Background: an optimization exercise with open tools, aiming at small area, a short achievable clock period and few clock cycles per item. Do not read the settings as production practice.
At most, simulation tests tie the RTL to the original design; equivalence was not proved.
No activity file was given, so power comes from the tool's default toggle rates.

==> flow/design.v (excerpt) <==
module divide(clk, rst, new_inp, dvdend, len_a, dvsor, len_b, quotient, remainder, count_add, count_sub, done);
export LEC_CHECK = 0
export ABC_AREA = 1
export CAP_MARGIN = 20
export CORE_MARGIN = 2
export CORE_UTILIZATION = 40
export SETUP_SLACK_MARGIN = 2.8
export SLEW_MARGIN = 20
export DONT_USE_CELLS = sky130_fd_sc_hd__fa_1 sky130_fd_sc_hd__fa_2 sky130_fd_sc_hd__fa_4 sky130_fd_sc_hd__ha_1 sky130_fd_sc_hd__ha_2 sky130_fd_sc_hd__ha_4
export BUFFER_PORTS_ARGS = -buffer_cell sky130_fd_sc_hd__buf_1
create_clock -name core_clock -period 6.0 [get_ports {clk}]
standard.sh (not shown) runs the stock make flow with config.mk's settings and CLKGATE_MAP_FILE= SYNTH_SCRIPT=/design/flow/synth_recipe.tcl, a recipe that flattens the netlist after the stock synthesis.
==> flow/flow/run.sh <==
#!/bin/bash
# The standard layout (standard.sh: ORFS synthesis and every layout step
# unchanged) with two library choices added to config.mk:
#  - full and half adder cells are not used, so Yosys leaves adders to abc
#    as plain gates (faster than the fa/ha cells);
#  - buffer_ports inserts plain buf_1 port buffers (sized up later by the
#    repair steps where needed) instead of the delay cells it picks by default.
# Make's full output, with every tool's, goes to flow.log; ORFS also keeps
# each step's log under orfs/logs.
set -euo pipefail
cat >> config.mk <<'EOC'
export DONT_USE_CELLS = sky130_fd_sc_hd__fa_1 sky130_fd_sc_hd__fa_2 sky130_fd_sc_hd__fa_4 sky130_fd_sc_hd__ha_1 sky130_fd_sc_hd__ha_2 sky130_fd_sc_hd__ha_4
export BUFFER_PORTS_ARGS = -buffer_cell sky130_fd_sc_hd__buf_1
EOC
bash standard.sh finish > flow.log 2>&1
Next try:
--- a/flow/design.v
+++ b/flow/design.v
@@ -5,20 +5,21 @@
 	input [31:0] dvdend, dvsor;
 	input [4:0] len_a, len_b;
 	output [31:0] quotient, remainder;
 	output reg done;
 	output reg [4:0] count_add, count_sub;
 	reg [30:0] q;       
 	reg [30:0] r;       
 	reg z;              
 	reg [30:0] h;       
 	reg [3:0] m;        
+	reg vf;             
 	wire bz = (len_b == 5'd1) & ~dvsor[0];
 	wire lt = len_a < len_b;
 	wire [3:0] fs = len_a[4:1] - len_b[4:1] - {3'd0, len_b[0] & ~len_a[0]};
 	wire [30:0] sh1 = fs[0] ? {dvsor[28:0], 2'b00} : dvsor[30:0];
 	wire [30:0] sh2 = fs[1] ? {sh1[26:0], 4'h0} : sh1;
 	wire [30:0] sh3 = fs[2] ? {sh2[22:0], 8'h00} : sh2;
 	wire [30:0] h0 = fs[3] ? {sh3[14:0], 16'h0000} : sh3;
 	wire [33:0] xa = {3'b000, r};
 	wire [33:0] xb = ~{3'b000, h};
 	wire [33:0] xc = ~{2'b00, h, 1'b0};
@@ -302,52 +303,50 @@
 	wire a3_n59_g = a3_g[30] | (a3_t[30] & a3_n43_g);
 	wire a3_n60_g = a3_g[32] | (a3_t[32] & a3_n32_g);
 	wire [34:0] a3_c = {a3_n44_g, a3_n60_g, a3_n32_g, a3_n59_g, a3_n43_g, a3_n58_g, a3_n36_g, a3_n57_g, a3_n42_g, a3_n56_g, a3_n33_g, a3_n55_g, a3_n41_g, a3_n54_g, a3_n35_g, a3_n53_g, a3_n40_g, a3_n52_g, a3_n30_g, a3_n51_g, a3_n39_g, a3_n50_g, a3_n34_g, a3_n49_g, a3_n38_g, a3_n48_g, a3_n26_g, a3_n47_g, a3_n37_g, a3_n46_g, a3_n18_g, a3_n45_g, a3_n1_g, a3_gc, 1'b1};
 	wire [33:0] a3_s = a3_p ^ a3_c[33:0];
 	wire a3_co = a3_c[34];
 	wire c1 = a1_co;    
 	wire c2 = a2_co;    
 	wire c3 = a3_co;    
 	wire d1 = c2;
 	wire d0 = c3 | (c1 & ~c2);
-	wire start = done & new_inp;
-	wire sel3 = ~start & c3;
-	wire sel2 = ~start & c2 & ~c3;
-	wire sel1 = ~start & ~c2;
-	wire [30:0] rn = ({31{start}} & (dvdend[30:0] | {31{bz}})) | ({31{sel3}} & a3_s[30:0])
-		| ({31{sel2}} & a2_s[30:0]) | ({31{sel1}} & a1_s[30:0]);
+	wire [30:0] rn = c3 ? a3_s[30:0] : c2 ? a2_s[30:0] : a1_s[30:0];
 	wire last = (m == 4'd0);
+	wire start = done & new_inp;
 	assign quotient = {z, q};
 	assign remainder = {z, r};
 	always @(posedge clk) begin
 		if (rst)
 			done <= 1'b1;
 		else if (start)
 			done <= bz | lt;
 		else if (!done)
 			done <= last;
 	end
 	always @(posedge clk) begin
 		if (done) begin
 			h <= h0;
 			m <= fs;
 		end else begin
 			h <= h >> 2;
 			m <= m - 4'd1;
 		end
 	end
-	always @(posedge clk)
-		if (start | (~done & c1))
-			r <= rn;
 	always @(posedge clk) begin
 		if (start) begin
+			r <= dvdend[30:0] | {31{bz}};
 			q <= {31{bz}};
 			z <= bz;
-			count_add <= (bz | lt | len_a[0] ^ len_b[0]) ? 5'd0 : 5'd31;
+			vf <= ~(len_a[0] ^ len_b[0]);
+			count_add <= 5'd0;
 			count_sub <= (bz | lt) ? 5'd0 : 5'd1;
 		end else if (!done) begin
+			if (c1)
+				r <= rn;
 			q <= {q[28:0], d1, d0};
-			count_add <= count_add + {4'd0, ~d1} + {4'd0, ~d0};
+			vf <= 1'b0;
+			count_add <= count_add + {4'd0, ~d1 & ~vf} + {4'd0, ~d0};
 			count_sub <= count_sub + {4'd0, d1} + {4'd0, d0 & ~last};
 		end
 	end
 endmodule
=> Cell count increases by a few percent; sequential power drops by a few percent; global-route usage goes down by 1.2 points; maximum frequency climbs slightly; die area climbs slightly; non-clock buffer count decreases by 13.
No functional check of the RTL was part of any run of this note.

* * *

Another version of the RTL of divide (not shown whole).
Size in the first run: ~1800 cells after synthesis, ~110 flip-flops, roughly 150 I/O pins, roughly 10000 um^2 of cells after synthesis.
clock: 6.0 ns
lec_check: 0
abc_area: 1
cap_margin: 20
core_margin: 2
core_utilization: 40
setup_slack_margin: 2.8
slew_margin: 20
dont_use_cells: sky130_fd_sc_hd__fa_1 sky130_fd_sc_hd__fa_2 sky130_fd_sc_hd__fa_4 sky130_fd_sc_hd__ha_1 sky130_fd_sc_hd__ha_2 sky130_fd_sc_hd__ha_4
buffer_ports_args: -buffer_cell sky130_fd_sc_hd__buf_1
Scripts as last shown in full above: flow/flow/run.sh
==> next run, changes <==
--- a/flow/design.v
+++ b/flow/design.v
@@ -3,27 +3,26 @@
 	input rst;
 	input new_inp;
 	input [31:0] dvdend, dvsor;
 	input [4:0] len_a, len_b;
 	output [31:0] quotient, remainder;
 	output reg done;
 	output reg [4:0] count_add, count_sub;
 	reg [30:0] q;       
 	reg [30:0] r;       
 	reg z;              
 	reg [30:0] h;       
 	reg [3:0] m;        
-	wire [5:0] sd = {1'b0, len_a} - {1'b0, len_b};
-	wire bz = (dvsor[30:0] == 31'd0);
-	wire lt = sd[5];
+	wire bz = (len_b == 5'd1) & ~dvsor[0];
+	wire lt = len_a < len_b;
 	wire [3:0] fs = len_a[4:1] - len_b[4:1] - {3'd0, len_b[0] & ~len_a[0]};
 	wire [30:0] sh1 = fs[0] ? {dvsor[28:0], 2'b00} : dvsor[30:0];
 	wire [30:0] sh2 = fs[1] ? {sh1[26:0], 4'h0} : sh1;
 	wire [30:0] sh3 = fs[2] ? {sh2[22:0], 8'h00} : sh2;
 	wire [30:0] h0 = fs[3] ? {sh3[14:0], 16'h0000} : sh3;
 	wire [33:0] xa = {3'b000, r};
 	wire [33:0] xb = ~{3'b000, h};
 	wire [33:0] xc = ~{2'b00, h, 1'b0};
 	wire [33:0] cs_s = xa ^ xb ^ xc;
 	wire [33:0] cs_c = {(xa[32:0] & xb[32:0]) | (xa[32:0] & xc[32:0]) | (xb[32:0] & xc[32:0]), 1'b1};
 	wire [31:0] a1_a = {1'b0,r};
 	wire [31:0] a1_b = ~{1'b0,h};
@@ -317,34 +316,34 @@
 	assign remainder = {z, r};
 	always @(posedge clk) begin
 		if (rst)
 			done <= 1'b1;
 		else if (start)
 			done <= bz | lt;
 		else if (!done)
 			done <= last;
 	end
 	always @(posedge clk) begin
 		if (done) begin
 			h <= h0;
-			m <= sd[4:1];
+			m <= fs;
 		end else begin
 			h <= h >> 2;
 			m <= m - 4'd1;
 		end
 	end
 	always @(posedge clk) begin
 		if (start) begin
 			r <= dvdend[30:0] | {31{bz}};
 			q <= {31{bz}};
 			z <= bz;
-			count_add <= (bz | lt | sd[0]) ? 5'd0 : 5'd31;
+			count_add <= (bz | lt | len_a[0] ^ len_b[0]) ? 5'd0 : 5'd31;
 			count_sub <= (bz | lt) ? 5'd0 : 5'd1;
 		end else if (!done) begin
 			if (c1)
 				r <= rn;
 			q <= {q[28:0], d1, d0};
 			count_add <= count_add + {4'd0, ~d1} + {4'd0, ~d0};
 			count_sub <= count_sub + {4'd0, d1} + {4'd0, d0 & ~last};
 		end
 	end
 endmodule
What happened: The changed run completed without violations. Power rose by 0.46%. Sequential power barely changes. Worst hold slack gets better by 0.025 ns. Clock-buffer cell count fell by 1. Die area hardly moves. Area after synthesis barely changes. Wire length hardly moves.
Testbench counts after the change, summed over its fixed seeds: cycles 21,027, items 4,000.
The RTL of the first run of this note was laid out without a check of its function.

==> afterwards: timing with drivers on the ports <==
In the flow no input, the clock included, has a driving cell. The finished layouts below were timed again as built, in two steps.
Step 1: set_driving_cell puts a clkbuf_16 on clk and a buf_2 on each other input, an assumption about the parent block.
Step 2, shift: input delay + t, output delay - t, t = (earliest + latest rising clock arrival at the registers) / 2. This alone moves slack from input paths to output paths.
a / b / c = ideal / step 1 / step 2; a / b = the first two.
| run | t (ns) | setup WS [ns] | worst slew at a driven data input, ns | cell pins on the clock port's net |
|---|---|---|---|---|
| the first run of note 1 | 0.409 | 2.851 / 2.879 / 2.470 | 0.06 | 1 |
| the second run of note 1 | 0.415 | 2.910 / 2.934 / 2.519 | 0.06 | 1 |
| the first run of note 2 | 0.415 | 2.924 / 2.951 / 2.536 | 0.04 | 1 |
| the second run of note 2 | 0.416 | 2.961 / 2.988 / 2.572 | 0.05 | 1 |
After both steps setup and hold are still met in every run listed. For the second run of note 1, which loses most, drivers alone change the setup slack by +0.024 ns; drivers and shift together by -0.391 ns.
